Context: an optimization exercise on an open-source flow, tuned for small area, a short achievable clock period and few clock cycles. The choices shown serve that exercise and are no tape-out recipe. At most, simulation tests tie the RTL to the original design; equivalence was not proved. Only the layout flow was run in runs 1 to 4; the RTL was not checked for function there. Power figures rest on the tool's default switching activity, not on a simulated workload.

`flow/flow/run.sh`:
```
#!/bin/bash
# ORFS layout as in standard.sh, with two changes:
#  - ABC maps with Yosys's own delay-driven script and target MY_ABC_D (ps)
#    instead of ORFS's abc_speed script (everything else in synthesis as in
#    synth_recipe.tcl, so the registers keep their names and cells);
#  - plain buf_1 cells as the port buffers.
set -euo pipefail
W=$PWD
source "$W/flow/params.sh"
export MY_ABC_D MY_ABC_SCRIPT
# cells whose names match MY_ABC_AVOID (a regular expression) are kept out of ABC's library
MY_ABC_DONTUSE=""
if [[ -n "${MY_ABC_AVOID:-}" ]]; then
  MY_ABC_DONTUSE=$(grep -oE '^\s*cell *\( *"?sky130_fd_sc_hd__[a-z0-9_]+' "$FLOW_HOME/platforms/sky130hd/lib/sky130_fd_sc_hd__tt_025C_1v80.lib" \
    | grep -oE 'sky130_fd_sc_hd__[a-z0-9_]+' | grep -E "sky130_fd_sc_hd__($MY_ABC_AVOID)" | tr '\n' ' ')
fi
export MY_ABC_DONTUSE
export BUFFER_PORTS_ARGS="-buffer_cell sky130_fd_sc_hd__buf_1"
sed "s#SYNTH_SCRIPT=[^ ]*#SYNTH_SCRIPT=$W/flow/my_synth.tcl#" standard.sh > my_standard.sh
bash my_standard.sh finish > standard_flow.log 2>&1
```
`flow/flow/map.abc`:
```
&get -n
&st
&dch
&nf
&put
topo
stime -c
```
`flow/flow/my_synth.tcl`:
```
# synth_recipe.tcl with the abc call's script and delay target replaced.
proc abc {args} {
  set out {}
  for {set i 0} {$i < [llength $args]} {incr i} {
    set a [lindex $args $i]
    if {$a eq "-script"} {
      incr i
      if {$::env(MY_ABC_SCRIPT) ne ""} { lappend out -script $::env(MY_ABC_SCRIPT) }
      continue
    }
    if {$a eq "-D"} { incr i; continue }
    lappend out $a
  }
  if {$::env(MY_ABC_D) ne ""} { lappend out -D $::env(MY_ABC_D) }
  # extra cells ABC may not map to (slow many-input cells)
  if {[info exists ::env(MY_ABC_DONTUSE)]} {
    foreach pat $::env(MY_ABC_DONTUSE) {
      lappend out -dont_use $pat
    }
  }
  puts "my abc: $out"
  yosys abc {*}$out
}
source [file join [file dirname [file normalize [info script]]] .. synth_recipe.tcl]
```
`flow/flow/params.sh`:
```
MY_ABC_D=""
MY_ABC_SCRIPT="$W/flow/map.abc"
MY_ABC_AVOID=""
```
`flow/standard.sh`:
```
#!/bin/bash
# synth_recipe.tcl (not shown) runs the flow's synth.tcl, then flattens the netlist and writes it again
# the make line also repeats each setting of config.mk as NAME=value (left out here)
make -C /OpenROAD-flow-scripts/flow DESIGN_CONFIG=/design/flow/config.mk WORK_HOME=/design/flow/orfs CLKGATE_MAP_FILE= SYNTH_SCRIPT=/design/flow/synth_recipe.tcl "${@:-finish}"
```
`flow/config.mk`:
```
export PLATFORM = sky130hd
export DESIGN_NAME = fsm
export DESIGN_NICKNAME = fsm
export VERILOG_FILES = /design/flow/design.v
export SDC_FILE = /design/flow/constraint.sdc
export NUM_CORES = 4
export LEC_CHECK = 0
export CAP_MARGIN = 20
export CORE_MARGIN = 2
export CORE_UTILIZATION = 40
export SLEW_MARGIN = 20
export SYNTH_HIERARCHICAL = 1
export SYNTH_MINIMUM_KEEP_SIZE = 0
```
`flow/constraint.sdc`:
```
create_clock -name core_clock -period 5.0 [get_ports {clk}]
set_input_delay 1.0000 -clock core_clock [delete_from_list [all_inputs] [get_ports {clk}]]
set_output_delay 1.0000 -clock core_clock [all_outputs]
set_load 0.01 [all_outputs]
```
`flow/design.v`:
```
module fsm(
    input [15:0] dataIn,
    input R_I,
    input reset,
    input clk,
    output reg REG_ERROR,
    output [15:0] dataOut,
    output reg R_O
);
wire        s = dataIn[15];
wire [11:0] x = dataIn[11:0];
wire        busy = R_O | REG_ERROR;
wire        err;
cv_err u_err (.x(dataIn[14:0]), .s(s), .err(err));
wire [11:0] nm;
cv_abs u_abs (.x(x), .s(s), .nm(nm));
wire k8, k4, nk8, nk4, nk0;
cv_class u_cls (.x(x), .s(s), .k8(k8), .k4(k4), .nk8(nk8), .nk4(nk4), .nk0(nk0));
wire [11:0] t4;
genvar g;
generate
    for (g = 8; g < 12; g = g + 1) begin : c_hi
        cv_o221ai u (.a1(nk4), .a2(nm[g-4]), .b1(nk8), .b2(nm[g-8]), .c1(nm[g]), .y(t4[g]));
    end
    for (g = 4; g < 8; g = g + 1) begin : c_mid
        cv_mux2i u (.s(k4), .a0(nm[g]), .a1(nm[g-4]), .y(t4[g]));
    end
    for (g = 0; g < 4; g = g + 1) begin : c_lo
        cv_nor2 u (.a(nk0), .b(nm[g]), .y(t4[g]));
    end
endgenerate
wire z2, nz2;
cv_nor2 u_z2 (.a(t4[11]), .b(t4[10]), .y(z2));
cv_inv  u_nz2 (.a(z2), .y(nz2));
wire [11:0] nt2;
generate
    for (g = 2; g < 12; g = g + 1) begin : f_hi
        cv_mux2i u (.s(z2), .a0(t4[g]), .a1(t4[g-2]), .y(nt2[g]));
    end
    for (g = 0; g < 2; g = g + 1) begin : f_lo
        cv_nand2 u (.a(nz2), .b(t4[g]), .y(nt2[g]));
    end
endgenerate
reg        sgn, q8, q4, q2;
reg [11:0] n2;
always @(posedge clk) begin
    sgn <= s;
    q8  <= k8;
    q4  <= k4;
    q2  <= z2;
    n2  <= nt2;
    if (reset) begin
        R_O       <= 1'b0;
        REG_ERROR <= 1'b0;
    end else begin
        R_O       <= R_I & ~busy & ~err;
        REG_ERROR <= R_I & ~busy & err;
    end
end
generate
    for (g = 0; g < 10; g = g + 1) begin : o_m
        cv_mux2i u (.s(n2[11]), .a0(n2[g+1]), .a1(n2[g]), .y(dataOut[g]));
    end
endgenerate
cv_exp u_exp (.q8(q8), .q4(q4), .q2(q2), .n11(n2[11]), .n10(n2[10]), .e(dataOut[14:10]));
assign dataOut[15] = sgn;
endmodule
module cv_err (input [14:0] x, input s, output err);
    assign err = s ? ~&x[14:11] : (|x[14:12] | (x[11] & |x[10:0]));
endmodule
module cv_abs (input [11:0] x, input s, output [11:0] nm);
    wire [11:0] lo;
    assign lo[0] = 1'b0;
    genvar i;
    generate
        for (i = 1; i < 12; i = i + 1) begin : p
            assign lo[i] = |x[i-1:0];
        end
    endgenerate
    assign nm = ~(x ^ ({12{s}} & lo));
endmodule
module cv_class (input [11:0] x, input s, output k8, k4, nk8, nk4, nk0);
    wire lt16  = s ? (&x[10:4] & |x[3:0]) : ~|x[11:4];
    wire lt256 = s ? (&x[10:8] & |x[7:0]) : ~|x[11:8];
    assign k8  = lt16;
    assign nk8 = ~lt16;
    assign k4  = lt256 & ~lt16;
    assign nk4 = ~(lt256 & ~lt16);
    assign nk0 = lt256;
endmodule
module cv_exp (input q8, q4, q2, n11, n10, output [4:0] e);
    wire [3:0] lz = {q8, q4, q2, n11};
    wire nz = ~(n11 & n10);
    assign e = nz ? (5'd26 - {1'b0, lz}) : 5'd0;
endmodule
module cv_o221ai (input a1, a2, b1, b2, c1, output y);
    assign y = ~((a1 | a2) & (b1 | b2) & c1);
endmodule
module cv_mux2i (input s, a0, a1, output y);
    assign y = ~(s ? a1 : a0);
endmodule
module cv_nor2 (input a, b, output y);
    assign y = ~(a | b);
endmodule
module cv_nand2 (input a, b, output y);
    assign y = ~(a & b);
endmodule
module cv_inv (input a, output y);
    assign y = ~a;
endmodule
```
==> summary.txt, run 1 <==
Run status
The run finished with no timing, DRC or antenna violations.

STA
The total count of max-transition violations in the final report came to 0. Setup violations remaining at the end of the flow were counted as 0. The final hold violation count is 0. The transition time of the tightest slew-check pin is 681 ps. The final worst hold slack is 533 ps.

The maximum operating frequency is about 340 MHz. The worst path needs 2930 ps of the cycle, external delays included. After routing, the total negative slack on setup checks comes to 0 ps. The worst-case headroom to the max-slew limit is between 50% and 60%.

Of the available clock period, the critical path in the final layout requires between 50 and 60%. Setup repair after global routing left no endpoint under its margin. After layout, the worst setup slack is 2070 ps. The largest clock skew in the final design is 0.0210 ps.

Die
The core region is 0.00269 mm^2. The initial utilization of the core area, before any placement, comes to 41.0%. The die is 56.5 um wide. From bottom edge to top edge, the die measures about 56 um. In this run the count of I/O pins placed on the die edge is 37. The number of rows created at floorplan is 19. The die covers between 0.003 and 0.004 mm^2.

Placed design
In this run the cell area measured after placement is 0.00128 mm^2. Timing analysis after detailed placement gives a worst setup slack of 1770 ps. The total half-perimeter wirelength after legalization and detailed placement is between 1.5 and 2 mm. During placement, the flow inserted port buffers numbering 36. The placer's final routability congestion estimate is 0.782.

Route
The iteration-0 DRC count of the detailed router is 25. For this run, design rule violations remaining after detail routing come to 0. In the routed layout, each cell is associated on average with a via count of around 5.4. Across all layers, the routed design uses 1009 vias.

In this run the remaining antenna-violating nets after routing total 0. The total wire length is 2.21 mm. In the final routed layout, each cell accounts on average for approximately 12 um.

The number of search-and-repair iterations in the first detailed-routing pass is 4.

Power
The clock network power share is 21.9%. Net switching is between 30% and 40% of the power. Across the VDD grid, the largest voltage drop is 0.185 mV. The leakage component of the power is 0.470 nW.

For this design the ratio of total power to cell area is around 300 mW/mm^2. Combinational logic burns about 32% of the power. The relative contribution of sequential cells to total power is 45.9%. In this run the power spent charging and discharging nets is 0.000130 W. Internal power comes to between 0.0002 and 0.0003 W.

Job
The max-cap violation count is 0.

Cells and area
For this run, the post-layout net count is 178. The number of antenna diodes in the final layout is 0. The finished cells cover 0.00131 mm^2. Of the cells placed in the final design, the portion with a size suffix greater than 1 is 3.18%. The area added between synthesis and finish is 19.1%. The library cells used most frequently in the layout, excluding fill and tap cells, are 36 x sky130_fd_sc_hd__buf_1, 24 x sky130_fd_sc_hd__mux2i_1, 18 x sky130_fd_sc_hd__dfxtp_1, 11 x sky130_fd_sc_hd__xor2_1. The most common cell after layout, fill and taps aside is sky130_fd_sc_hd__buf_1.

The filler cells instantiated in the layout total 292.

Clocking
The longest clock path from root to sink contains 2 buffers. Gates resized during post-CTS repair numbered 0. The tree built by TritonCTS fans out to 18 sinks.

In this run the number of H-tree levels came out at 1. The number of clock buffers inserted by TritonCTS is 3. In this run the clock root is driven by a sky130_fd_sc_hd__clkbuf_4. The clock tree from TritonCTS is yes.

Buffers inserted to repair hold after CTS numbered 0. Clock-pin slew was measured on the worst setup and hold paths at 90 ps. The later-pin clock latency in the skew report is a little under 300 ps. The number of buffers inserted to repair setup after CTS is 0.

Worst setup path
For the worst setup path, the data required time is 5220 ps. The critical path in this run is classified as in -> reg. STA classifies the critical path startpoint as a primary input. The critical path capture point type is a flip-flop. Data on the critical path arrives at its endpoint at 3150 ps. The largest driver fanout on the critical path is 12.

Synth
The Yosys step of the flow raised 7 warnings. Summing the sequential cell areas from Yosys gives 32.7% of the chip area. Synthesis produced a netlist whose cell count is about 120.

The cell area that synthesis handed to floorplanning was roughly 0.0011 mm^2. In this run the mean area of a mapped cell was 9.42 um^2. The portion of synthesized cell area occupied by the leading cell type is 32.7%. Ranked by total cell area, the synthesized netlist is headed by sky130_fd_sc_hd__dfxtp_1 33%, sky130_fd_sc_hd__mux2i_1 22%, sky130_fd_sc_hd__xor2_1 8.7%, sky130_fd_sc_hd__o31ai_1 4.1%, sky130_fd_sc_hd__o221ai_1 3.2%. The number of distinct library cells after synthesis is 30. The post-synthesis register bit count is 18. The cell accounting for the most synthesized area is sky130_fd_sc_hd__dfxtp_1.

The post-synth net total is 137.

Global routing
The met3 routing resource usage after global routing is less than 1%. The maximum number of pins on one net before global-route repair is 19. The first global-routing pass estimated between 3 and 4 mm of wire.

For met2 alone, demand over resource in global routing was between 20% and 30%. The initial antenna violation count came to 0. The busiest layer in global routing is met2.

Global routing consumed, over all layers together, 14.3% of the routing resources. In the global route stage, met1 resource usage came out at about 18%. Summed over all layers, the global routing overflow is 0.

The number of global-route vias before repair was between 800 and 900.

Worst hold path
The min-delay analysis places its worst path in the category reg -> reg.
## registers in the layout, summed over array words and instances (netlist names)
register,cells
n2,12
q8,1
q4,1
REG_ERROR,1
sgn,1
q2,1
R_O,1
## Yosys stat by module, one instance, submodules excluded, a selection
module,cells inside,flip-flops and latches,cell area (um^2)
fsm,22,18,389
cv_abs,26,0,191
cv_class,15,0,97.6
cv_err,7,0,51.3
cv_mux2i,1,0,10.0
cv_o221ai,1,0,8.76
cv_nor2,1,0,3.75
cv_inv,1,0,3.75
cv_nand2,1,0,3.75
## power by group through the flow
stage	Clock, W	Combinational, W	Sequential [W]
floorplan	0	0.0000841	0.000181
global placement	0	0.000125	0.000183
detailed placement	0	0.000128	0.000184
CTS	0.0000894	0.000128	0.000181
global route	0.0000944	0.000141	0.000184
finish	0.0000860	0.000126	0.000180
## area by class of cell
type | instances | area [um^2] | share of cell area, %
inverter | 2 | 7.51 | 0.572
tap | 31 | 38.8 | 2.96
clock buffer | 4 | 36.3 | 2.76
multi-input combinational | 96 | 727 | 55.4
timing repair buffer | 37 | 143 | 10.9
sequential | 18 | 360 | 27.5
## final timing paths
| kind | slack, ps | from | end | cells after the start |
|---|---|---|---|---|
| worst max-delay path | 2070 | dataIn[1] | n2[4] | 8 |
| worst min-delay path | 530 | REG_ERROR | R_O | 2 |
| worst max register to register | 4050 | REG_ERROR | REG_ERROR | 2 |
| worst min register to register | 530 | REG_ERROR | R_O | 2 |
## critical path, stage by stage
cell,delay (ps)
sky130_fd_sc_hd__buf_1,130
sky130_fd_sc_hd__or4_1,670
sky130_fd_sc_hd__o41ai_1,350
sky130_fd_sc_hd__xor2_1,240
sky130_fd_sc_hd__o221ai_1,180
sky130_fd_sc_hd__nor2_1,130
sky130_fd_sc_hd__buf_4,220
sky130_fd_sc_hd__mux2i_1,220
## logic make-up (layout without fill, tap and decap cells)
kind of cell	Yosys count	in the layout	synth area share (%)
AOI/OAI and AO/OA	26	26	16.5
xor gates and xnor gates	12	12	9.53
adders and majority gates	1	1	1.13
buffers and inverters	3	43	1.36
DFF	18	18	32.7
muxes	24	24	21.8
and+or+nand+nor	33	33	17.0
## synth_stat cells
master	number
sky130_fd_sc_hd__o21ai_0	5
sky130_fd_sc_hd__a22oi_1	1
sky130_fd_sc_hd__and2_0	2
sky130_fd_sc_hd__xnor2_1	1
sky130_fd_sc_hd__or2_0	1
sky130_fd_sc_hd__and4_1	1
sky130_fd_sc_hd__nand4_1	2
sky130_fd_sc_hd__a21o_1	1
sky130_fd_sc_hd__a21oi_1	5
sky130_fd_sc_hd__buf_4	1
sky130_fd_sc_hd__ha_1	1
sky130_fd_sc_hd__nand2_1	6
sky130_fd_sc_hd__or3_1	2
sky130_fd_sc_hd__o31ai_1	6
sky130_fd_sc_hd__clkinv_1	2
sky130_fd_sc_hd__mux2i_1	24
sky130_fd_sc_hd__nor4_1	4
sky130_fd_sc_hd__dfxtp_1	18
sky130_fd_sc_hd__or4_1	4
sky130_fd_sc_hd__o41ai_1	2
sky130_fd_sc_hd__nor3b_1	1
sky130_fd_sc_hd__nor2b_1	2
sky130_fd_sc_hd__o221ai_1	4
sky130_fd_sc_hd__nor2_1	5
sky130_fd_sc_hd__a2bb2oi_1	1
sky130_fd_sc_hd__nor3_1	1
sky130_fd_sc_hd__xor2_1	11
sky130_fd_sc_hd__nand3_1	1
sky130_fd_sc_hd__or3b_1	1
sky130_fd_sc_hd__a2bb2o_1	1
## layer usage
metal | vias up | share of wire (%)
met1 | 438 | 47
met5 | - | 0
met4 | 0 | 1.4
li1 | 534 | -
met3 | 3 | 5.6
met2 | 34 | 46
## per-stage QoR
| stage | total power, W | instances | utilization, % |
|---|---|---|---|
| after floorplan | 0.000265 | 117 | - |
| after global placement | 0.000308 | 184 | 47.5 |
| after detailed placement | 0.000312 | 184 | 47.5 |
| after CTS | 0.000398 | 188 | 48.9 |
| after global routing | 0.000419 | 188 | 48.9 |
| final | 0.000392 | 188 | 48.9 |
==> inputs of run 2 (changes only) <==
==> flow/flow/params.sh (replaced) <==
MY_ABC_D=""
MY_ABC_SCRIPT="$W/flow/map.abc"
MY_ABC_AVOID="or4|and4|or3|and3|nor4|nand4|o41|a41|o311|a311|o2111|a2111|mux4|xor3|xnor3|maj3|fa_|ha_"
==> summary.txt, run 2 <==
Run status
The run finished with no timing, DRC or antenna violations.

Synth
The most common cell in the synthesized netlist is sky130_fd_sc_hd__mux2i_1. The number of standard cells after synthesis is 140 (+20%). The synthesis warning total was 7 (unchanged). The post-synth net total is 160 (+17%). The multiplexer share of the synthesized area came to 20.8% (-0.95 points).

The share of synthesized flip-flops with an asynchronous set or reset came to 0% (unchanged). The sequential cell area fraction in the yosys report is 31.3% (-1.4 points). The arithmetic-cell share of the synthesized area counting full adders, half adders and majority gates is 1.09% (-0.049 points).

After synthesis, the largest family of logic cells by area is multiplexers. The xor/xnor share of the synthesized area is 9.12% (-0.41 points). The cell accounting for the most synthesized area is sky130_fd_sc_hd__dfxtp_1.

The compound-gate portion of the synthesized area came to 14.9% (-1.6 points). The number of enable flip-flop cells after synthesis is 0 (unchanged). In the synthesized netlist, the cells that appear most often are 24 x sky130_fd_sc_hd__mux2i_1, 23 x sky130_fd_sc_hd__nor2_1, 18 x sky130_fd_sc_hd__dfxtp_1, 15 x sky130_fd_sc_hd__nand2_1, 10 x sky130_fd_sc_hd__xor2_1.

The portion of synthesized cell area occupied by the leading cell type came to 31.3% (-1.4 points). By area the synthesized netlist is led by sky130_fd_sc_hd__dfxtp_1 31%, sky130_fd_sc_hd__mux2i_1 21%, sky130_fd_sc_hd__xor2_1 7.6%, sky130_fd_sc_hd__nor2_1 7.5%, sky130_fd_sc_hd__nand2_1 4.9%. The post-synthesis register bit count is 18 (unchanged).

The cell area after synthesis came to 0.00115 mm^2 (+4.5%). The average cell area after synthesis came to 8.23 um^2 (-13%). The simple-gate portion of the synthesized area is 20.5% (+3.5 points).

The most instantiated flip-flop cell in the synthesis netlist is sky130_fd_sc_hd__dfxtp_1. The number of distinct library cells after synthesis is 23 (-23%).

Route
The total number of vias is 1092 (+8.2%). The number of vias per cell was 5.20 (-3.1%). The residual DRC count came to 0 (unchanged).

The iteration-0 DRC count of the detailed router is 24 (-4.0%). The wire length per cell is 11.6 um (-1.2%). The remaining antenna violation count is 0 (unchanged). The number of search-and-repair iterations in the first detailed-routing pass was 4 (unchanged). The total wire length is 2.44 mm (+10%).

Worst setup path
The worst path required time is 5240 ps (+20 ps). On the critical path, the stage with the largest delay is an instance of sky130_fd_sc_hd__nor2_1. The data arrival time of the critical path came to 3470 ps (+320 ps). The reg2reg setup slack is 4190 ps (+140 ps).

The path length in cells of the critical path is 7 (-1). The worst setup path is launched from a primary input. The signal on the critical path passes through buf_1 > nor2_1 > o221ai_1 > o221ai_1 > nor2_1 > clkinv_1 > nand2_1.

Tracing the worst setup path back leads to its startpoint at dataIn[15]. The category of the most critical setup path is in -> reg. The critical path ends at n2[0]. The launch point of the worst reg-to-reg path is REG_ERROR. The reg-to-reg critical path endpoint is R_O.

The family with the most delay on the worst path is simple AND/OR/NAND/NOR gates. The largest driver fanout on the critical path is 21 (+9). The count of cells along the worst register-to-register path was 2 (unchanged).

The sum of buffers and inverters on the critical path is 2 (unchanged). STA classifies the critical path endpoint as a flip-flop. The delay of the slowest cell on the worst path was 830 ps (+160 ps).

Die
The die extent in y is 57.7 um (+2.1%). The die width is 57.7 um (+2.1%). The top-level I/O count is 37 (unchanged). The overall die area is 0.00333 mm^2 (+4.2%). The number of rows created at floorplan came to 19 (unchanged). The initial cell density of the core came to 41.8% (+0.75 points). The core region area is 0.00276 mm^2 (+2.7%).

Global routing
The initial antenna violation count was 0 (unchanged). The wire length of the first global-routing pass is 3.96 mm (+8.1%). The overflow left after global routing is 0 (unchanged). The number of global-route vias before repair came to 949 (+5.8%). The overall fraction of global-route tracks in use is 15.2% (+0.84 points).

The maximum number of pins on one net before global-route repair is 22 (+3).

Placed design
The placer's final routability congestion estimate is 0.903 (+16%). The port buffer count is 36 (unchanged). The total half-perimeter wirelength after legalization and detailed placement was 1.98 mm (+9.2%). The placed instance area is 0.00132 mm^2 (+3.3%). The setup slack after placement was 1430 ps (-343 ps).

STA
Setup repair after global routing left no endpoint under its margin. The transition time of the tightest slew-check pin is 1050 ps (+367 ps). The fraction of the cycle the final worst path needs is 64.7% (+6.2 points). The total count of max-transition violations in the final report is 0 (unchanged). The maximum operating frequency was 309 MHz (-9.5%). The setup-violating endpoint count in the final report is 0 (unchanged). The clock period minus worst slack is 3230 ps (+309 ps). The largest clock skew in the final design is 0.0789 ps (+0.0579 ps). The post-layout worst setup margin is 1770 ps (-309 ps).

The worst-case headroom to the max-slew limit is 29.9% (-25 points). The setup TNS after final layout is 0 ps (unchanged). The final hold violation count is 0 (unchanged). The final worst hold slack was 555 ps (+22.2 ps).

Clocking
The number of clock sinks was 18 (unchanged). The clock root buffer is sky130_fd_sc_hd__clkbuf_4. The number of buffers inserted to repair setup after CTS is 0 (unchanged). The H-tree depth is 1 (unchanged).

The clock transition at the registers of the reported paths is 100 ps (about the same). The quantity of hold-fixing buffers added after cts is 0 (unchanged). The maximum root-to-sink buffer count came to 2 (unchanged). The number of clock buffers inserted by TritonCTS is 3 (unchanged). The later-pin clock latency in the skew report is 290 ps (about the same). TritonCTS built the clock tree. The post-cts gate resize count came to 0 (unchanged).

Cells and area
The diode insertion count for antenna repair came to 0 (unchanged). The top cell types in the final layout, fill and taps aside, are 36 x sky130_fd_sc_hd__buf_1, 24 x sky130_fd_sc_hd__mux2i_1, 23 x sky130_fd_sc_hd__nor2_1, 18 x sky130_fd_sc_hd__dfxtp_1, 15 x sky130_fd_sc_hd__nand2_1. The flip-flop count of the largest register after layout is 12 (unchanged). The count of fill cells added during filler insertion was 293 (+0.34%). The total area of multi-input combinational cells came to 766 um^2 (+5.3%). The area added between synthesis and finish is 17.6%. Leaving out fill and tap cells, the most frequent cell in the layout is sky130_fd_sc_hd__buf_1. The most flop-heavy register is n2.

The final design area excluding fillers is 0.00136 mm^2 (+3.2%). The area taken by flip-flops and latches is 360 um^2 (unchanged). The fraction of final layout cells with drive strength greater than 1 came to 2.23% (-0.95 points). The number of nets in the finished design was 200 (+12%).

Worst hold path
The worst hold path belongs to the class reg -> reg.

Power
The total power is 0.000395 W (+0.67%). The maximum resistive drop on vdd was 0.175 mV (-5.3%). The leakage component of the power is 0.511 nW (+8.7%). The power density over cell area is 291 mW/mm^2 (-2.5%).

Job
The max-cap violation count is 0 (unchanged).
-- run 2: per-layer routing --
layer	global-route usage [%]	routed length (um)	vias up
met5	0	0	-
li1	-	-	578
met1	18.7	1140	478
met3	2.01	103	4
met2	26.1	1170	32
met4	6.98	33	0
-- run 2: area by class of cell --
class | instances | area share [%]
tap | 31 | 2.86
clock buffer | 4 | 2.68
timing repair buffer | 36 | 9.97
sequential | 18 | 26.6
inverter | 5 | 1.39
multi-input combinational | 116 | 56.5
-- run 2: worst min-delay path by stage --
stage / startpoint / endpoint / depth (start not counted)
final: REG_ERROR / REG_ERROR / 2
after global routing: REG_ERROR / REG_ERROR / 2
after CTS: REG_ERROR / REG_ERROR / 2
after detailed placement: REG_ERROR / REG_ERROR / 2
after global placement: R_O / REG_ERROR / 2
after floorplan: R_O / REG_ERROR / 2
-- run 2: cell families after synthesis --
| logic type | Yosys count |
|---|---|
| xor+xnor | 12 |
| compound gates | 25 |
| buf+inv | 6 |
| flops | 18 |
| fa+ha+maj | 1 |
| simple gates | 54 |
| mux | 24 |
-- run 2: through the flow --
stage / util [%] / std cells
6_report: 49.1 / 210
5_1_grt: 49.1 / 210
4_1_cts: 49.1 / 210
3_5_place_dp: 47.8 / 206
3_3_place_gp: 47.8 / 206
2_1_floorplan: - / 140
-- run 2: tightest hold or removal path, cell delays in order (launching register included) --
cell,delay [ps]
sky130_fd_sc_hd__dfxtp_1,340
sky130_fd_sc_hd__nor3b_1,60
sky130_fd_sc_hd__nor3b_1,130
-- run 2: Yosys stat by module, one instance, submodules excluded --
module     copies in the design  cells inside
cv_abs                        1            33
cv_class                      1            23
cv_err                        1            14
cv_exp                        1            11
cv_inv                        1             1
cv_mux2i                     24             1
cv_nand2                      2             1
cv_nor2                       5             1
cv_o221ai                     4             1
fsm                           1            23
-- run 2: power by group --
part | switching, W | internal (W) | total, W
clock network | 0.0000423 | 0.0000444 | 0.0000867
logic | 0.0000738 | 0.0000546 | 0.000128
registers | 0.0000173 | 0.000163 | 0.000180
==> inputs of run 3 (changes only) <==
--- a/flow/config.mk
+++ b/flow/config.mk
@@ -8,6 +8,7 @@
 export CAP_MARGIN = 20
 export CORE_MARGIN = 2
 export CORE_UTILIZATION = 40
+export SETUP_SLACK_MARGIN = 2.5
 export SLEW_MARGIN = 20
 export SYNTH_HIERARCHICAL = 1
 export SYNTH_MINIMUM_KEEP_SIZE = 0
==> summary.txt, run 3 <==
Run status
The flow ran to the end and the layout has no timing, DRC or antenna violations.

Global routing
The number of global-route vias before repair is 890 (-6.2%). The wire length of the first global-routing pass is 3.67 mm (-7.3%). The maximum number of pins on one net before global-route repair was 22 (unchanged).

The overall fraction of global-route tracks in use is 13.9% (-1.3 points). The initial antenna violation count came to 0 (unchanged). The overflow left after global routing is 0 (unchanged).

Synth
The sequential cell area fraction in the yosys report came to 31.3% (unchanged). The number of distinct library cells after synthesis came to 23 (unchanged). The synthesis warning total is 7 (unchanged). The average cell area after synthesis came to 8.23 um^2 (unchanged). The most instantiated flip-flop cell in the synthesis netlist is sky130_fd_sc_hd__dfxtp_1. The number of enable flip-flop cells after synthesis is 0 (unchanged). The most common cell in the synthesized netlist is sky130_fd_sc_hd__mux2i_1. After synthesis, the most frequently instantiated cells are 24 x sky130_fd_sc_hd__mux2i_1, 23 x sky130_fd_sc_hd__nor2_1, 18 x sky130_fd_sc_hd__dfxtp_1, 15 x sky130_fd_sc_hd__nand2_1, 10 x sky130_fd_sc_hd__xor2_1. The portion of synthesized cell area occupied by the leading cell type was 31.3% (unchanged). The post-synthesis register bit count is 18 (unchanged).

The largest total area in the synthesized netlist belongs to sky130_fd_sc_hd__dfxtp_1. The cell area after synthesis is 0.00115 mm^2 (unchanged). The post-synth net total is 160 (unchanged). By area the synthesized netlist is led by sky130_fd_sc_hd__dfxtp_1 31%, sky130_fd_sc_hd__mux2i_1 21%, sky130_fd_sc_hd__xor2_1 7.6%, sky130_fd_sc_hd__nor2_1 7.5%, sky130_fd_sc_hd__nand2_1 4.9%. The share of synthesized flip-flops with an asynchronous set or reset is 0% (unchanged). The number of standard cells after synthesis is 140 (unchanged).

Placed design
The number of instances in the placed design is 206 (unchanged). The port buffer count is 36 (unchanged). The total half-perimeter wirelength after legalization and detailed placement is 1.88 mm (-5.4%).

The placer's final routability congestion estimate is 0.894 (-1.0%). The placed instance area is 0.00133 mm^2 (+1.0%).

Route
The residual DRC count is 0 (unchanged). The wire length per cell is 11.4 um (-2.2%). The number of vias per cell is 5.25 (+0.89%). The iteration-0 DRC count of the detailed router is 22 (-8.3%). The number of search-and-repair iterations in the first detailed-routing pass came to 4 (unchanged). The total number of vias is 1107 (+1.4%).

The remaining antenna violation count is 0 (unchanged). The total wire length is 2.40 mm (-1.7%).

Worst setup path
The category of the most critical setup path is in -> reg. The sum of buffers and inverters on the critical path came to 2 (unchanged). The worst register-to-register path ends at REG_ERROR. The critical path goes through buf_1 > nor2_1 > nand2_2 > o31ai_2 > xor2_1 > o221ai_2 > nor2_4 > buf_12 > mux2i_1. The delay of the slowest cell on the worst path is 280 ps (-550 ps). The standard cell with the maximum stage delay on the critical path is sky130_fd_sc_hd__o31ai_2.

The launch point of the worst reg-to-reg path is REG_ERROR. The launching element type of the critical path is a primary input. The reg2reg setup slack came to 4200 ps (about the same).

The largest driver fanout on the critical path was 12 (-43%). The data arrival time of the critical path is 2630 ps (-840 ps). The worst path required time is 5220 ps (-20 ps). The critical path starts at dataIn[2]. The family with the most delay on the worst path is simple AND/OR/NAND/NOR gates. The count of cells along the worst register-to-register path is 2 (unchanged). The critical path capture point type is a flip-flop.

Cells and area
The fraction of final layout cells with drive strength greater than 1 is 8.89% (+6.7 points). The final design area excluding fillers is 0.00142 mm^2 (+5.0%). The number of nets in the finished design was 201 (+0.50%). The count of fill cells added during filler insertion is 273 (-6.8%).

The diode insertion count for antenna repair is 0 (unchanged). Leaving out fill and tap cells, the most frequent cells in the layout are 34 x sky130_fd_sc_hd__buf_1, 24 x sky130_fd_sc_hd__mux2i_1, 21 x sky130_fd_sc_hd__nor2_1, 17 x sky130_fd_sc_hd__dfxtp_1, 14 x sky130_fd_sc_hd__nand2_1. The flip-flop count of the largest register after layout is 12 (unchanged). The number of standard cells in the final layout excluding fillers was 211 (+0.48%).

Counting flops per register, the top entry is n2. From synthesis to final layout, the design area changed by 23.5%. The most common cell after layout, fill and taps aside is sky130_fd_sc_hd__buf_1.

Power
The total power is 0.000403 W (+2.0%). The power density over cell area is 283 mW/mm^2 (-2.8%). The maximum resistive drop on vdd is 0.170 mV (-3.2%). The leakage component of the power is 0.531 nW (+4.0%).

Clocking
TritonCTS built the clock tree. The maximum root-to-sink buffer count came to 2 (unchanged). The number of clock buffers inserted by TritonCTS is 3 (unchanged).

The quantity of hold-fixing buffers added after cts is 0 (unchanged). The number of clock sinks is 18 (unchanged). The later-pin clock latency in the skew report is 290 ps (about the same).

The H-tree depth came to 1 (unchanged). The clock transition at the registers of the reported paths is 100 ps (about the same). The clock root buffer is sky130_fd_sc_hd__clkbuf_4.

STA
The final hold violation count is 0 (unchanged). The total count of max-transition violations in the final report is 0 (unchanged). The transition time of the tightest slew-check pin is 354 ps (-694 ps).

The fraction of the cycle the final worst path needs is 48.3% (-16 points). The setup-violating endpoint count in the final report is 0 (unchanged). The clock period minus worst slack came to 2420 ps (-817 ps). The setup TNS after final layout is 0 ps (unchanged). The worst-case headroom to the max-slew limit is 76.4% (+47 points). The maximum operating frequency is 414 MHz (+34%). The largest clock skew in the final design is 0.0234 ps (-0.0555 ps).

Setup repair after global routing left no endpoint under its margin.

Worst hold path
The beginning of the worst hold path is REG_ERROR. The type of the tightest min-delay check is reg -> reg. The cell depth of the worst min-delay path came to 2 (unchanged). The worst hold path terminates at R_O.

Die
The initial cell density of the core is 41.8% (unchanged). The number of rows created at floorplan is 19 (unchanged). The overall die area is 0.00333 mm^2 (unchanged). The top-level I/O count is 37 (unchanged).

The core region area was 0.00276 mm^2 (unchanged). The die extent in y is 57.7 um (unchanged). The die width came to 57.7 um (unchanged).

Job
The max-cap violation count is 0 (unchanged).
-- run 3: changes by cell type in the layout (fill, tap and decap cells not counted), moves of 2 or more --
cell                       delta
sky130_fd_sc_hd__o31ai_1      -2
sky130_fd_sc_hd__buf_1        -2
sky130_fd_sc_hd__o221ai_2     +3
sky130_fd_sc_hd__o221ai_1     -3
sky130_fd_sc_hd__o31ai_2      +2
sky130_fd_sc_hd__nor2_1       -2
-- run 3: cells by family (layout without fill, tap and decap cells) --
group / Yosys count / after routing / synth area share, %
and+or+nand+nor: 54 / 54 / 20.5
muxes: 24 / 24 / 20.8
adders and majority gates: 1 / 1 / 1.09
xor gates and xnor gates: 12 / 12 / 9.12
DFF: 18 / 18 / 31.3
buffers and inverters: 6 / 46 / 2.28
AOI/OAI and AO/OA: 25 / 25 / 14.9
-- run 3: tightest hold or removal path, delay by kind of cell, from the launching register on --
family,cells,cell delay [ps]
simple gates,2,170
flops,1,340
-- run 3: per-stage QoR --
stage / setup slack [ps] / util, % / hold WS [ps]
3_3_place_gp: 1980 / 48.3 / 527
4_1_cts: 2500 / 50.5 / 555
3_5_place_dp: 1940 / 48.3 / 540
6_report: 2580 / 51.6 / 552
2_1_floorplan: 2520 / - / 589
5_1_grt: 2500 / 51.6 / 571
-- run 3: what timing repair did --
| item | 4_1_cts | 5_1_grt |
|---|---|---|
| setup buffers | 1 | 0 |
| resized for setup | 2 | 8 |
| pin swaps | 1 | 1 |
| endpoints found under the setup margin | 27 | 16 |
-- run 3: worst max path at each step --
stage | slack, ps | end | depth (start not counted)
2_1_floorplan | 2520 | n2[11] | 7
4_1_cts | 2500 | dataOut[12] | 4
6_report | 2580 | n2[8] | 9
5_1_grt | 2500 | n2[8] | 9
3_5_place_dp | 1940 | n2[0] | 7
3_3_place_gp | 1980 | n2[9] | 6
-- run 3: cell type report --
type / instances / area, um^2 / area share, %
inverters: 5 / 18.8 / 1.32
multi-input cells: 116 / 807 / 56.7
flip-flops and latches: 18 / 364 / 25.6
well taps: 31 / 38.8 / 2.73
clock buffers: 4 / 36.3 / 2.55
repair buffers: 37 / 158 / 11.1
-- run 3: Yosys stat by module, one instance, submodules excluded --
| module | cells | copies in the design | area [um^2] |
|---|---|---|---|
| cv_abs | 33 | 1 | 206 |
| cv_class | 23 | 1 | 119 |
| cv_err | 14 | 1 | 60.1 |
| cv_exp | 11 | 1 | 67.6 |
| cv_inv | 1 | 1 | 3.75 |
| cv_mux2i | 1 | 24 | 10.0 |
| cv_nand2 | 1 | 2 | 3.75 |
| cv_nor2 | 1 | 5 | 3.75 |
| cv_o221ai | 1 | 4 | 8.76 |
| fsm | 23 | 1 | 394 |
-- run 3: metal layers --
metal | global-route usage (%) | vias up | share of wire, %
met5 | 0 | - | 0
met2 | 23.9 | 32 | 48
li1 | - | 578 | -
met3 | 1.56 | 5 | 5.6
met4 | 5.98 | 0 | 1.6
met1 | 17.5 | 492 | 45
-- run 3: where the power goes --
part	switching (W)	internal (W)
registers	0.0000173	0.000163
logic	0.0000764	0.0000592
clock network	0.0000427	0.0000444
total	0.000136	0.000267
==> inputs of run 4 (changes only) <==
--- a/flow/config.mk
+++ b/flow/config.mk
@@ -8,7 +8,7 @@
 export CAP_MARGIN = 20
 export CORE_MARGIN = 2
 export CORE_UTILIZATION = 40
-export SETUP_SLACK_MARGIN = 2.5
+export SETUP_SLACK_MARGIN = 3
 export SLEW_MARGIN = 20
 export SYNTH_HIERARCHICAL = 1
 export SYNTH_MINIMUM_KEEP_SIZE = 0
==> summary.txt, run 4 <==
Cells and area
The diode insertion count for antenna repair came to 0 (unchanged). The most flop-heavy register is n2. The fraction of final layout cells with drive strength greater than 1 was 46.1% (+37 points).

The library cells used most frequently in the layout, excluding fill and tap cells, are 23 x sky130_fd_sc_hd__mux2i_1, 15 x sky130_fd_sc_hd__dfxtp_1, 15 x sky130_fd_sc_hd__buf_2, 12 x sky130_fd_sc_hd__nor2_1, 12 x sky130_fd_sc_hd__buf_6. The most common cell after layout, fill and taps aside is sky130_fd_sc_hd__mux2i_1. The number of nets in the finished design was 214 (+6.5%). The flip-flop count of the largest register after layout is 12 (unchanged). The area added between synthesis and finish is 68.4%.

Run status
The run finished with no timing, DRC or antenna violations.

Synth
The arithmetic-cell share of the synthesized area counting full adders, half adders and majority gates is 1.09% (unchanged). The number of enable flip-flop cells after synthesis is 0 (unchanged). In the post-synthesis netlist, the cell with the most instances is sky130_fd_sc_hd__mux2i_1.

The share of synthesized flip-flops with an asynchronous set or reset is 0% (unchanged). The average cell area after synthesis is 8.23 um^2 (unchanged). Summed over all instances, the cell type with the most area after synthesis is sky130_fd_sc_hd__dfxtp_1. By area, the combinational part of the netlist is dominated by multiplexers. The simple-gate portion of the synthesized area is 20.5% (unchanged).

Among all flip-flop cells after synthesis, the most frequent one is sky130_fd_sc_hd__dfxtp_1. The compound-gate portion of the synthesized area is 14.9% (unchanged). The multiplexer share of the synthesized area came to 20.8% (unchanged). In the synthesized netlist, the cells that appear most often are 24 x sky130_fd_sc_hd__mux2i_1, 23 x sky130_fd_sc_hd__nor2_1, 18 x sky130_fd_sc_hd__dfxtp_1, 15 x sky130_fd_sc_hd__nand2_1, 10 x sky130_fd_sc_hd__xor2_1. The number of distinct library cells after synthesis was 23 (unchanged). The sequential cell area fraction in the yosys report is 31.3% (unchanged). The xor/xnor share of the synthesized area came to 9.12% (unchanged).

The post-synth net total is 160 (unchanged). The number of standard cells after synthesis is 140 (unchanged). Sorting the synthesized cells by area gives the leading types as sky130_fd_sc_hd__dfxtp_1 31%, sky130_fd_sc_hd__mux2i_1 21%, sky130_fd_sc_hd__xor2_1 7.6%, sky130_fd_sc_hd__nor2_1 7.5%, sky130_fd_sc_hd__nand2_1 4.9%. The portion of synthesized cell area occupied by the leading cell type was 31.3% (unchanged).

The synthesis warning total is 7 (unchanged). The post-synthesis register bit count is 18 (unchanged). The cell area after synthesis is 0.00115 mm^2 (unchanged).

Worst setup path
The reg-to-reg critical path endpoint is REG_ERROR. The delay of the slowest cell on the worst path is 270 ps (about the same). STA classifies the critical path endpoint as a flip-flop. The launching element type of the critical path is a primary input. Among all stages on the critical path, the largest delay is contributed by sky130_fd_sc_hd__o31ai_4. The worst path required time was 5230 ps (about the same). The count of cells along the worst register-to-register path is 2 (unchanged). The critical path is of the in -> reg type. The largest driver fanout on the critical path is 6 (-6).

The launch point of the worst reg-to-reg path is REG_ERROR. Walking the worst path, the cells encountered are buf_8 > nor2_4 > nand2_2 > o31ai_4 > xor2_1 > o221ai_2 > nor2_4 > clkbuf_16 > mux2i_1. The reg2reg setup slack is 4190 ps (about the same). The most frequent cell on the critical path is sky130_fd_sc_hd__nor2_4.

The data arrival time of the critical path is 2540 ps (-90 ps).

STA
The final worst hold slack is 553 ps (+0.894 ps). The total count of max-transition violations in the final report is 0 (unchanged). The final hold violation count is 0 (unchanged). Setup repair after global routing could not meet its margin everywhere. The setup TNS after final layout is 0 ps (unchanged). The maximum operating frequency is 432 MHz (+4.5%). The largest clock skew in the final design was 0.0570 ps (+0.0336 ps). The fraction of the cycle the final worst path needs is 46.3% (-2.1 points). The clock period minus worst slack is 2310 ps (-104 ps). The setup-violating endpoint count in the final report is 0 (unchanged).

The transition time of the tightest slew-check pin is 329 ps (-24.3 ps). The worst-case headroom to the max-slew limit came to 78.0% (+1.5 points).

Route
The total number of vias is 1190 (+7.5%). The remaining antenna violation count came to 0 (unchanged). The number of search-and-repair iterations in the first detailed-routing pass is 3 (-1). The number of vias per cell is 5.31 (+1.3%). The iteration-0 DRC count of the detailed router is 22 (unchanged). The wire length per cell was 13.7 um (+20%). The residual DRC count is 0 (unchanged). The total wire length is 3.06 mm (+28%).

Global routing
The maximum number of pins on one net before global-route repair is 22 (unchanged). The overall fraction of global-route tracks in use was 18.2% (+4.4 points). The initial antenna violation count was 0 (unchanged). The wire length of the first global-routing pass is 4.74 mm (+29%).

The number of global-route vias before repair is 1125 (+26%). The overflow left after global routing is 0 (unchanged).

Die
The top-level I/O count is 37 (unchanged). The number of rows created at floorplan is 19 (unchanged). The core region area is 0.00276 mm^2 (unchanged). The die extent in y is 57.7 um (unchanged). The die width came to 57.7 um (unchanged). The overall die area is 0.00333 mm^2 (unchanged). The initial cell density of the core is 41.8% (unchanged).

Clocking
The clock tree from TritonCTS is yes. The number of clock sinks is 18 (unchanged). The maximum root-to-sink buffer count is 2 (unchanged). The quantity of hold-fixing buffers added after cts is 0 (unchanged). The later-pin clock latency in the skew report is 290 ps (about the same). The H-tree depth is 1 (unchanged). The root buffer cell chosen for the clock tree is sky130_fd_sc_hd__clkbuf_4. The number of clock buffers inserted by TritonCTS is 3 (unchanged).

The clock transition at the registers of the reported paths is 90 ps (about the same).

Power
The switching share of power is 33.2% (-0.64 points). The design internal power was 0.000327 W (+22%). The total net switching power is 0.000162 W (+19%). The relative contribution of sequential cells to total power is 36.7% (-8.0 points). The maximum resistive drop on vdd is 0.226 mV (+33%). The power density over cell area is 252 mW/mm^2 (-11%). The share of power burned in combinational logic is 45.5% (+12 points). The clock network power share is 17.8% (-3.8 points). The leakage component of the power came to 0.768 nW (+45%).

Worst hold path
The type of the tightest min-delay check is reg -> reg. The end point of the most critical hold path is REG_ERROR. The cell depth of the worst min-delay path is 2 (unchanged). The beginning of the worst hold path is R_O.

Placed design
The total half-perimeter wirelength after legalization and detailed placement was 2.07 mm (+10%). The placer's final routability congestion estimate is 0.857 (-4.2%). The port buffer count came to 36 (unchanged).

Job
The max-cap violation count came to 0 (unchanged).
[run 4: cell counts after synthesis]
Identical to the previous run, type by type.
[run 4: stage by stage]
step	instance area [um^2]	utilization (%)	total power (W)	cells	setup WS [ps]
after detailed placement	1380	50.0	0.000320	206	1940
after floorplan	1210	-	0.000270	140	2610
after CTS	1650	59.9	0.000456	220	2670
after global routing	1940	70.4	0.000519	224	2620
final	1940	70.4	0.000489	224	2690
after global placement	1380	50.0	0.000315	206	2010
[run 4: cells by family (layout without fill, tap and decap cells)]
group           count (synthesis)  count (layout)
buf+inv                         6              59
flops                          18              18
fa+ha+maj                       1               1
xor+xnor                       12              12
compound gates                 25              25
simple gates                   54              54
mux                            24              24
[run 4: how the worst max path moves through the flow]
stage | start | to | slack, ps | cells past startpoint
after floorplan | dataIn[9] | n2[10] | 2610 | 7
after global placement | dataIn[15] | n2[9] | 2010 | 6
after detailed placement | dataIn[15] | n2[3] | 1940 | 6
after CTS | dataIn[9] | n2[3] | 2670 | 8
after global routing | dataIn[4] | n2[10] | 2620 | 9
final | dataIn[2] | n2[6] | 2690 | 9
[run 4: per-module statistics from Yosys, one instance, submodules excluded, a selection]
module   flip-flops and latches  cells inside  copies in the design
cv_inv                        0             1                     1
cv_abs                        0            33                     1
fsm                          18            23                     1
cv_nor2                       0             1                     5
cv_err                        0            14                     1
cv_exp                        0            11                     1
[run 4: worst max-delay path, delay by kind of cell]
kind / cells / cell delay (ps)
AOI/OAI and AO/OA: 2 / 420
xor gates and xnor gates: 1 / 220
buffers and inverters: 2 / 280
muxes: 1 / 190
and+or+nand+nor: 3 / 420
[run 4: timing repair]
item,CTS,global route
gates cloned,1,1
buffers inserted,9,3
pin swaps,11,26
endpoints found under the hold margin,0,0
setup endpoints to repair,30,28
resized for setup,44,80
[run 4: cell type report]
| type | count | area, um^2 |
|---|---|---|
| multi-input cells | 116 | 1030 |
| fillers | 221 | 817 |
| repair buffers | 50 | 448 |
| flip-flops and latches | 18 | 367 |
| well taps | 31 | 38.8 |
| clock buffers | 4 | 36.3 |
| inverters | 5 | 20.0 |
[run 4: power groups by stage]
stage | clock network [W] | logic (W) | registers (W)
after global routing | 0.0000957 | 0.000241 | 0.000182
after floorplan | 0 | 0.0000905 | 0.000180
final | 0.0000868 | 0.000223 | 0.000179
after global placement | 0 | 0.000132 | 0.000182
after CTS | 0.0000887 | 0.000189 | 0.000178
after detailed placement | 0 | 0.000136 | 0.000184
[run 4: routing by layer]
metal	GRT usage (%)	vias up	routed length, um
li1	-	603	-
met3	2.01	7	121
met1	20.9	546	1180
met4	6.98	0	56
met2	34.3	34	1700
met5	0	-	0
==> inputs of run 5 (changes only) <==
--- a/flow/design.v
+++ b/flow/design.v
@@ -29,26 +29,20 @@
         cv_nor2 u (.a(nk0), .b(nm[g]), .y(t4[g]));
     end
 endgenerate
-wire z2, nz2;
-cv_nor2 u_z2 (.a(t4[11]), .b(t4[10]), .y(z2));
-cv_inv  u_nz2 (.a(z2), .y(nz2));
-wire [11:0] nt2;
-generate
-    for (g = 2; g < 12; g = g + 1) begin : f_hi
-        cv_mux2i u (.s(z2), .a0(t4[g]), .a1(t4[g-2]), .y(nt2[g]));
-    end
-    for (g = 0; g < 2; g = g + 1) begin : f_lo
-        cv_nand2 u (.a(nz2), .b(t4[g]), .y(nt2[g]));
-    end
-endgenerate
-reg        sgn, q8, q4, q2;
-reg [11:0] n2;
+wire f1, f2, f3;
+cv_nor2b u_f1 (.a(t4[11]), .bn(t4[10]), .y(f1));
+cv_nor3b u_f2 (.a(t4[11]), .b(t4[10]), .cn(t4[9]), .y(f2));
+cv_nor4b u_f3 (.a(t4[11]), .b(t4[10]), .c(t4[9]), .dn(t4[8]), .y(f3));
+reg        sgn, q8, q4, p1, p2, p3;
+reg [11:0] r4;
 always @(posedge clk) begin
     sgn <= s;
     q8  <= k8;
     q4  <= k4;
-    q2  <= z2;
-    n2  <= nt2;
+    p1  <= f1;
+    p2  <= f2;
+    p3  <= f3;
+    r4  <= t4;
     if (reset) begin
         R_O       <= 1'b0;
         REG_ERROR <= 1'b0;
@@ -57,13 +51,53 @@
         REG_ERROR <= R_I & ~busy & err;
     end
 end
+wire p0 = r4[11];
+cv_ao22  u_m0 (.a1(p0), .a2(r4[1]), .b1(p1), .b2(r4[0]), .y(dataOut[0]));
+cv_ao222 u_m1 (.a1(p0), .a2(r4[2]), .b1(p1), .b2(r4[1]), .c1(p2), .c2(r4[0]), .y(dataOut[1]));
 generate
-    for (g = 0; g < 10; g = g + 1) begin : o_m
-        cv_mux2i u (.s(n2[11]), .a0(n2[g+1]), .a1(n2[g]), .y(dataOut[g]));
+    for (g = 2; g < 10; g = g + 1) begin : o_m
+        cv_ao2222 u (.a1(p0), .a2(r4[g+1]), .b1(p1), .b2(r4[g]), .c1(p2), .c2(r4[g-1]),
+                     .d1(p3), .d2(r4[g-2]), .y(dataOut[g]));
     end
 endgenerate
-cv_exp u_exp (.q8(q8), .q4(q4), .q2(q2), .n11(n2[11]), .n10(n2[10]), .e(dataOut[14:10]));
+cv_exp2 u_exp (.q8(q8), .q4(q4), .p0(p0), .p1(p1), .p2(p2), .p3(p3), .e(dataOut[14:10]));
 assign dataOut[15] = sgn;
+endmodule
+module cv_exp2 (input q8, q4, p0, p1, p2, p3, output [4:0] e);
+    wire k0 = ~q8 & ~q4;
+    wire p012 = p0 | p1 | p2;
+    assign e[0] = p1 | p3;
+    assign e[1] = p0 | p3;
+    assign e[2] = q4 ? p012 : p3;
+    assign e[3] = (k0 & p012) | (q8 & p3);
+    assign e[4] = p012 | (p3 & ~q8);
+endmodule
+module cv_ao22 (input a1, a2, b1, b2, output y);
+    assign y = (a1 & a2) | (b1 & b2);
+endmodule
+module cv_ao222 (input a1, a2, b1, b2, c1, c2, output y);
+    wire u, v;
+    cv_aoi22 ua (.a1(a1), .a2(a2), .b1(b1), .b2(b2), .y(u));
+    cv_nand2 ub (.a(c1), .b(c2), .y(v));
+    cv_nand2 uc (.a(u), .b(v), .y(y));
+endmodule
+module cv_ao2222 (input a1, a2, b1, b2, c1, c2, d1, d2, output y);
+    wire u, v;
+    cv_aoi22 ua (.a1(a1), .a2(a2), .b1(b1), .b2(b2), .y(u));
+    cv_aoi22 ub (.a1(c1), .a2(c2), .b1(d1), .b2(d2), .y(v));
+    cv_nand2 uc (.a(u), .b(v), .y(y));
+endmodule
+module cv_aoi22 (input a1, a2, b1, b2, output y);
+    assign y = ~((a1 & a2) | (b1 & b2));
+endmodule
+module cv_nor2b (input a, bn, output y);
+    assign y = ~a & bn;
+endmodule
+module cv_nor3b (input a, b, cn, output y);
+    assign y = ~a & ~b & cn;
+endmodule
+module cv_nor4b (input a, b, c, dn, output y);
+    assign y = ~a & ~b & ~c & dn;
 endmodule
 module cv_err (input [14:0] x, input s, output err);
     assign err = s ? ~&x[14:11] : (|x[14:12] | (x[11] & |x[10:0]));
==> flow/flow/params.sh (replaced) <==
MY_ABC_D=""
MY_ABC_SCRIPT="$W/flow/map.abc"
MY_ABC_AVOID=""
--- a/flow/config.mk
+++ b/flow/config.mk
@@ -8,7 +8,6 @@
 export CAP_MARGIN = 20
 export CORE_MARGIN = 2
 export CORE_UTILIZATION = 40
-export SETUP_SLACK_MARGIN = 3
 export SLEW_MARGIN = 20
 export SYNTH_HIERARCHICAL = 1
 export SYNTH_MINIMUM_KEEP_SIZE = 0
==> summary.txt, run 5 <==
STA
The worst-case headroom to the max-slew limit was 58.2% (-20 points). The largest clock skew in the final design was 0.0418 ps (-0.0152 ps). The setup-violating endpoint count in the final report came to 0 (unchanged).

The total count of max-transition violations in the final report was 0 (unchanged). The transition time of the tightest slew-check pin is 626 ps (+297 ps). Setup repair after global routing left no endpoint under its margin. The final hold violation count was 0 (unchanged). The maximum operating frequency is 368 MHz (-15%).

The clock period minus worst slack is 2720 ps (+402 ps). The fraction of the cycle the final worst path needs is 54.3% (+8.0 points). The setup TNS after final layout came to 0 ps (unchanged).

Cells and area
Leaving out fill and tap cells, the most frequent cell in the layout is sky130_fd_sc_hd__buf_1. The diode insertion count for antenna repair is 0 (unchanged). The number of nets in the finished design was 183 (-14%). The flip-flop count of the largest register after layout is 12 (unchanged).

The fraction of final layout cells with drive strength greater than 1 is 2.45% (-44 points). The area added between synthesis and finish is 18.4%. In the layout the commonest cells are 36 x sky130_fd_sc_hd__buf_1, 20 x sky130_fd_sc_hd__dfxtp_1, 18 x sky130_fd_sc_hd__a22oi_1, 14 x sky130_fd_sc_hd__nand2_1, 11 x sky130_fd_sc_hd__xor2_1. The most flop-heavy register is r4.

Placed design
The port buffer count is 36 (unchanged). The total half-perimeter wirelength after legalization and detailed placement is 2.01 mm (-2.9%). The placer's final routability congestion estimate is 0.839 (-2.1%).

Synth
Yosys attributes the largest share of cell area to sky130_fd_sc_hd__dfxtp_1 36%, sky130_fd_sc_hd__a22oi_1 12%, sky130_fd_sc_hd__xor2_1 8.7%, sky130_fd_sc_hd__nand2_1 4.8%, sky130_fd_sc_hd__o31ai_1 4.8%. The post-synthesis register bit count is 20 (+2). The cell area after synthesis is 0.00110 mm^2 (-4.3%). The portion of synthesized cell area occupied by the leading cell type is 36.3% (+5.1 points).

The post-synth net total is 143 (-11%). The synthesis warning total is 7 (unchanged). Sorting the synthesized cells by how often they occur yields 20 x sky130_fd_sc_hd__dfxtp_1, 18 x sky130_fd_sc_hd__a22oi_1, 14 x sky130_fd_sc_hd__nand2_1, 11 x sky130_fd_sc_hd__xor2_1, 7 x sky130_fd_sc_hd__o31ai_1.

The share of synthesized flip-flops with an asynchronous set or reset is 0% (unchanged). The number of standard cells after synthesis is 124 (-11%). The most common cell in the synthesized netlist is sky130_fd_sc_hd__dfxtp_1. The number of enable flip-flop cells after synthesis is 0 (unchanged). The sequential cell area fraction in the yosys report was 36.3% (+5.1 points). In the synthesized netlist the dominant register cell turns out to be sky130_fd_sc_hd__dfxtp_1.

The average cell area after synthesis is 8.89 um^2 (+8.0%). The largest total area in the synthesized netlist belongs to sky130_fd_sc_hd__dfxtp_1. The number of distinct library cells after synthesis is 30 (+30%).

Die
The die width is 56.5 um (-2.0%). The core region area came to 0.00269 mm^2 (-2.6%). The overall die area was 0.00319 mm^2 (-4.1%). The number of rows created at floorplan came to 19 (unchanged).

The top-level I/O count is 37 (unchanged). The die extent in y is 56.5 um (-2.0%). The initial cell density of the core is 41.0% (-0.75 points).

Global routing
The maximum number of pins on one net before global-route repair is 19 (-14%). The initial antenna violation count is 0 (unchanged). The overflow left after global routing is 0 (unchanged).

The number of global-route vias before repair came to 974 (-13%). The wire length of the first global-routing pass is 4.20 mm (-11%). The overall fraction of global-route tracks in use is 16.3% (-2.0 points).

Worst setup path
The data arrival time of the critical path was 2920 ps (+380 ps). The largest driver fanout on the critical path came to 8 (+2). The count of cells along the worst register-to-register path came to 2 (unchanged). The worst path required time was 5200 ps (-30 ps). The worst setup path is launched from a primary input. The category of the most critical setup path is in -> reg. The critical path capture point type is a flip-flop.

Clocking
The H-tree depth came to 1 (unchanged). The later-pin clock latency in the skew report is 290 ps (about the same). The number of clock buffers inserted by TritonCTS was 3 (unchanged). TritonCTS built the clock tree. The number of clock sinks came to 20 (+2).

The clock root buffer is sky130_fd_sc_hd__clkbuf_4. The post-cts gate resize count is 0 (-100%). The number of buffers inserted to repair setup after CTS is 0 (-9). The quantity of hold-fixing buffers added after cts is 0 (unchanged).

The clock transition at the registers of the reported paths is 100 ps (about the same). The maximum root-to-sink buffer count is 2 (unchanged).

Power
The share of power burned in combinational logic is 26.7% (-19 points). The design internal power is 0.000262 W (-20%). The relative contribution of sequential cells to total power is 50.9% (+14 points). The leakage component of the power is 0.449 nW (-42%).

The total net switching power is 0.000122 W (-25%). The total power is 0.000384 W (-21%). The power density over cell area was 294 mW/mm^2 (+17%). The clock network power share was 22.4% (+4.6 points). The switching share of power is 31.7% (-1.5 points). The maximum resistive drop on vdd is 0.116 mV (-49%).

Route
The number of search-and-repair iterations in the first detailed-routing pass came to 5 (+2). The number of vias per cell is 5.69 (+7.1%). The total number of vias was 1104 (-7.2%). The total wire length is 2.50 mm (-18%). The residual DRC count is 0 (unchanged). The remaining antenna violation count is 0 (unchanged). The iteration-0 DRC count of the detailed router is 33 (+50%). The wire length per cell is 12.9 um (-5.5%).

Worst hold path
The cell depth of the worst min-delay path is 2 (unchanged). The type of the tightest min-delay check is reg -> reg.

Run status
The run finished with no timing, DRC or antenna violations.

Job
The max-cap violation count is 0 (unchanged).
[run 5: cell types whose count changed in the layout (fill, tap and decap cells not counted), sizes merged, moves of 4 or more]
cell,delta
a22oi,+18
nor2,-18
buf,-12
or4,+4
mux2i,-20
nor4,+4
nand3,-4
[run 5: worst paths after layout]
check | end | from | slack, ps
worst max register to register | REG_ERROR | REG_ERROR | 4050
worst max-delay path | p3 | dataIn[1] | 2280
worst min register to register | R_O | REG_ERROR | 530
worst min-delay path | R_O | REG_ERROR | 530
[run 5: layout make-up]
cell class	instances	area [um^2]
Clock buffer	4	36.3
Fill cell	297	1380
Inverter	2	7.51
Multi-Input combinational cell	101	687
Sequential cell	20	400
Tap cell	31	38.8
Timing Repair Buffer	36	135
[run 5: layer usage]
metal	share of wire, %	vias to the layer above	GRT usage [%]
met2	50	37	28.2
met5	0	-	0
met1	44	498	20.5
met3	5.4	0	1.61
met4	0	0	6.46
li1	-	569	-
[run 5: modules after synthesis, one instance, submodules excluded, a selection]
module | cells | times used | area (um^2) | flops+latches
cv_nor2b | 1 | 1 | 6.26 | 0
cv_o221ai | 1 | 4 | 8.76 | 0
cv_nor4b | 1 | 1 | 8.76 | 0
cv_nand2 | 1 | 10 | 3.75 | 0
cv_ao22 | 1 | 1 | 8.76 | 0
cv_nor2 | 1 | 4 | 3.75 | 0
fsm | 24 | 1 | 429 | 20
cv_class | 15 | 1 | 97.6 | 0
cv_err | 7 | 1 | 51.3 | 0
cv_aoi22 | 1 | 17 | 7.51 | 0
[run 5: power groups by stage]
stage                      logic, W  registers, W  clock network (W)
after floorplan           0.0000664      0.000194                  0
after global placement     0.000102      0.000198                  0
after detailed placement   0.000104      0.000199                  0
after CTS                  0.000104      0.000195          0.0000884
after global routing       0.000116      0.000198          0.0000949
final                      0.000103      0.000195          0.0000860
[run 5: cells by family (layout without fill, tap and decap cells)]
logic type / after synthesis / in the layout / share of synthesized area (%)
and+or+nand+nor: 45 / 45 / 22.2
AOI/OAI and AO/OA: 41 / 41 / 27.7
DFF: 20 / 20 / 36.3
xor gates and xnor gates: 11 / 11 / 8.74
muxes: 4 / 4 / 3.63
buffers and inverters: 3 / 42 / 1.36
[run 5: critical path, stage by stage]
cell and delay (ps):
sky130_fd_sc_hd__buf_1 130, sky130_fd_sc_hd__or4_1 690, sky130_fd_sc_hd__o41ai_1 430, sky130_fd_sc_hd__xor2_1 170, sky130_fd_sc_hd__o221ai_1 180, sky130_fd_sc_hd__nor4b_1 310
[run 5: through the flow]
step                      setup WS [ps]  utilization, %  hold slack (ps)  area, um^2  cells
final                              2280            48.6              529        1310    194
after global routing               2130            48.6              552        1310    194
after CTS                          2270            48.6              534        1310    194
after detailed placement           1970            47.2              519        1270    190
after global placement             2020            47.2              508        1270    190
after floorplan                    2290               -              570        1100    124
Testbench counts of run 5, summed over its fixed seeds: cycles 24,000.
==> inputs of run 6 (changes only) <==
==> flow/flow/params.sh (replaced) <==
MY_ABC_D=""
MY_ABC_SCRIPT="$W/flow/map.abc"
MY_ABC_AVOID="or4|and4|or3|and3|nor4|nand4|o41|a41|o311|a311|o2111|a2111|mux4|xor3|xnor3|maj3|fa_|ha_"
--- a/flow/config.mk
+++ b/flow/config.mk
@@ -8,6 +8,7 @@
 export CAP_MARGIN = 20
 export CORE_MARGIN = 2
 export CORE_UTILIZATION = 40
+export SETUP_SLACK_MARGIN = 2.5
 export SLEW_MARGIN = 20
 export SYNTH_HIERARCHICAL = 1
 export SYNTH_MINIMUM_KEEP_SIZE = 0
==> summary.txt, run 6 <==
Worst setup path
The category of the most critical setup path is reg -> out. The worst path required time is 4000 ps (-1200 ps). The largest driver fanout on the critical path is 10 (+2). The critical path goes through nor3_1 > o31ai_1 > buf_1.

The standard cell with the maximum stage delay on the critical path is sky130_fd_sc_hd__dfxtp_1. STA classifies the critical path startpoint as a flip-flop. The critical path capture point type is a primary output. The worst register-to-register path begins at REG_ERROR. The count of cells along the worst register-to-register path is 2 (unchanged).

STA
The final worst hold slack is 554 ps (+24.3 ps). The post-layout worst setup margin came to 2670 ps (+382 ps). The clock period minus worst slack is 2330 ps (-382 ps). The fraction of the cycle the final worst path needs is 46.7% (-7.6 points). Setup repair after global routing left no endpoint under its margin.

The worst-case headroom to the max-slew limit was 72.9% (+15 points). The setup TNS after final layout is 0 ps (unchanged).

Clocking
The later-pin clock latency in the skew report came to 300 ps (about the same). The clock tree from TritonCTS is yes. The number of buffers inserted to repair setup after CTS is 0 (unchanged). The number of clock buffers inserted by TritonCTS is 3 (unchanged).

The maximum root-to-sink buffer count is 2 (unchanged). CTS placed an instance of sky130_fd_sc_hd__clkbuf_4 at the clock tree root. The number of clock sinks is 20 (unchanged).

Cells and area
The final design area excluding fillers is 0.00138 mm^2 (+5.6%). Counting flops per register, the top entry is r4. The flip-flop count of the largest register after layout is 12 (unchanged). The diode insertion count for antenna repair came to 0 (unchanged). The number of standard cells in the final layout excluding fillers is 218 (+12%). The area growth from synthesis to layout is 19.3%. The fraction of final layout cells with drive strength greater than 1 is 3.74% (+1.3 points). The number of nets in the finished design is 207 (+13%).

Power
The share of power burned in combinational logic is 24.4% (-2.3 points). The switching share of power is 29.4% (-2.3 points). The design internal power is 0.000299 W (+14%). The clock network power share is 29.7% (+7.3 points).

The maximum resistive drop on vdd was 0.205 mV (+77%). The total net switching power is 0.000124 W (+2.3%).

Run status
The flow ran to the end and the layout has no timing, DRC or antenna violations.

Die
The number of rows created at floorplan is 19 (unchanged). The die extent in y was 57.7 um (+2.2%). The die width was 57.7 um (+2.2%). The initial cell density of the core came to 41.9% (+0.84 points). The top-level I/O count was 37 (unchanged).

Placed design
The port buffer count was 36 (unchanged). The placer's final routability congestion estimate was 0.799 (-4.8%). The total half-perimeter wirelength after legalization and detailed placement is 2.12 mm (+5.6%).

Global routing
The initial antenna violation count was 0 (unchanged). The maximum number of pins on one net before global-route repair came to 22 (+3). The overall fraction of global-route tracks in use is 15.9% (-0.38 points). The wire length of the first global-routing pass is 4.20 mm (+0.17%).

Route
The total number of vias is 1164 (+5.4%). The number of vias per cell is 5.34 (-6.2%). The residual DRC count was 0 (unchanged).

The remaining antenna violation count is 0 (unchanged). The total wire length is 2.55 mm (+1.8%).

Synth
The post-synth net total is 167 (+17%). The number of standard cells after synthesis is 148 (+19%). The most used flip-flop cell after synthesis is sky130_fd_sc_hd__dfxtp_1. The number of distinct library cells after synthesis is 24 (-20%). The xor/xnor share of the synthesized area is 8.34% (-0.40 points). The simple-gate portion of the synthesized area was 25.7% (+3.4 points). The compound-gate portion of the synthesized area is 25.6% (-2.1 points).

By area the synthesized netlist is led by sky130_fd_sc_hd__dfxtp_1 35%, sky130_fd_sc_hd__a22oi_1 11%, sky130_fd_sc_hd__xor2_1 7.6%, sky130_fd_sc_hd__nand2_1 7.5%, sky130_fd_sc_hd__nor2_1 7.5%. The multiplexer share of the synthesized area was 3.47% (-0.17 points). The sequential cell area fraction in the yosys report was 34.7% (-1.7 points).

Summed over all instances, the cell type with the most area after synthesis is sky130_fd_sc_hd__dfxtp_1. The synthesis warning total is 7 (unchanged). The average cell area after synthesis is 7.80 um^2 (-12%).

Worst hold path
The min-delay analysis places its worst path in the category reg -> reg. The worst hold path terminates at REG_ERROR.

Job
The max-cap violation count is 0 (unchanged).
## run 6: changes by cell type in the layout (fill, tap and decap cells not counted), sizes merged, moves of 3 or more
cell / previous run / this run
nor4: 4 / 0
or4: 4 / 0
nor2: 5 / 23
clkinv: 2 / 5
nor3: 2 / 5
nand3: 1 / 5
nand2: 14 / 23
## run 6: cell type report
type	count	area (um^2)	area share [%]
inverter	5	18.8	1.36
multi-input combinational	122	728	52.9
timing repair buffer	36	136	9.90
clock inverter	1	30.0	2.18
sequential	20	403	29.2
tap	31	38.8	2.82
clock buffer	3	22.5	1.63
## run 6: cells by family (layout without fill, tap and decap cells)
kind of cell	Yosys count	count (layout)
muxes	4	4
AOI/OAI and AO/OA	40	40
and+or+nand+nor	67	67
DFF	20	20
xor gates and xnor gates	11	11
buffers and inverters	6	45
## run 6: how the worst max path moves through the flow
| stage | from | endpoint |
|---|---|---|
| global placement | dataIn[15] | p3 |
| CTS | dataIn[15] | p3 |
| global route | dataIn[8] | p3 |
| floorplan | dataIn[10] | p3 |
| finish | p2 | dataOut[13] |
| detailed placement | dataIn[15] | p3 |
## run 6: metal layers
layer  wire length [um]  share of wire (%)  global-route usage, %
met3                110                4.3                  0.670
met4                 54                2.1                   8.97
met5                  0                  0                      0
met1               1110                 43                   18.9
met2               1280                 50                   28.4
## run 6: timing repair
item                       4_1_cts  5_1_grt
hold buffers                     0        0
gates resized for setup          0        3
hold endpoints to repair         0        0
setup endpoints to repair        0        3
## run 6: modules after synthesis, one instance, submodules excluded, a selection
module / flops+latches / copies in the design / cells inside / area (um^2)
cv_abs: 0 / 1 / 33 / 206
cv_ao22: 0 / 1 / 1 / 8.76
cv_aoi22: 0 / 17 / 1 / 7.51
cv_class: 0 / 1 / 23 / 119
cv_exp2: 0 / 1 / 9 / 46.3
cv_mux2i: 0 / 4 / 1 / 10.0
cv_nand2: 0 / 10 / 1 / 3.75
cv_nor2: 0 / 4 / 1 / 3.75
cv_nor2b: 0 / 1 / 1 / 6.26
cv_nor3b: 0 / 1 / 1 / 7.51
cv_nor4b: 0 / 1 / 2 / 11.3
cv_o221ai: 0 / 4 / 1 / 8.76
fsm: 20 / 1 / 25 / 434
## run 6: stage by stage
step                      util [%]  total power, W
final                         50.0        0.000423
after global placement        47.9        0.000299
after detailed placement      47.9        0.000302
after global routing          50.0        0.000447
after CTS                     49.8        0.000426
after floorplan                  -        0.000260
## run 6: worst max-delay path: cells and delay by family, from the launching register on
kind                   cells  cell delay (ps)
buffers and inverters      1              180
AO/OA/AOI/OAI              1              210
flip-flops                 1              530
AND/OR/NAND/NOR            1              120
## run 6: power by group through the flow
stage | registers, W | logic [W] | clock network, W
6_report | 0.000195 | 0.000103 | 0.000126
3_3_place_gp | 0.000196 | 0.000102 | 0
3_5_place_dp | 0.000198 | 0.000104 | 0
4_1_cts | 0.000194 | 0.000104 | 0.000128
2_1_floorplan | 0.000193 | 0.0000670 | 0
5_1_grt | 0.000198 | 0.000117 | 0.000133

[re-timing with driven ports]
The results above use ideal ports. As a check the final layouts listed here were re-extracted and re-timed, cells and wires unchanged. Step 1, drivers: a clkbuf_16 drives clk and a buf_2 each remaining input, both assumed. Step 2, shift: input delay + t, output delay - t, t = (earliest + latest rising clock arrival at the registers) / 2. This alone moves slack from input paths to output paths. Slacks: no drivers / after step 1 / after step 2; pairs: no drivers / after step 1.
run | t, ns | setup WS [ns]
run 1 | 0.308 | 2.074 / 2.071 / 1.763
run 2 | 0.309 | 1.765 / 1.763 / 1.454
run 3 | 0.310 | 2.583 / 2.583 / 2.273
run 4 | 0.312 | 2.686 / 2.662 / 2.350
run 5 | 0.304 | 2.285 / 2.284 / 1.980
run 6 | 0.316 | 2.667 / 2.643 / 2.394
After both steps setup and hold are still met in every run listed.
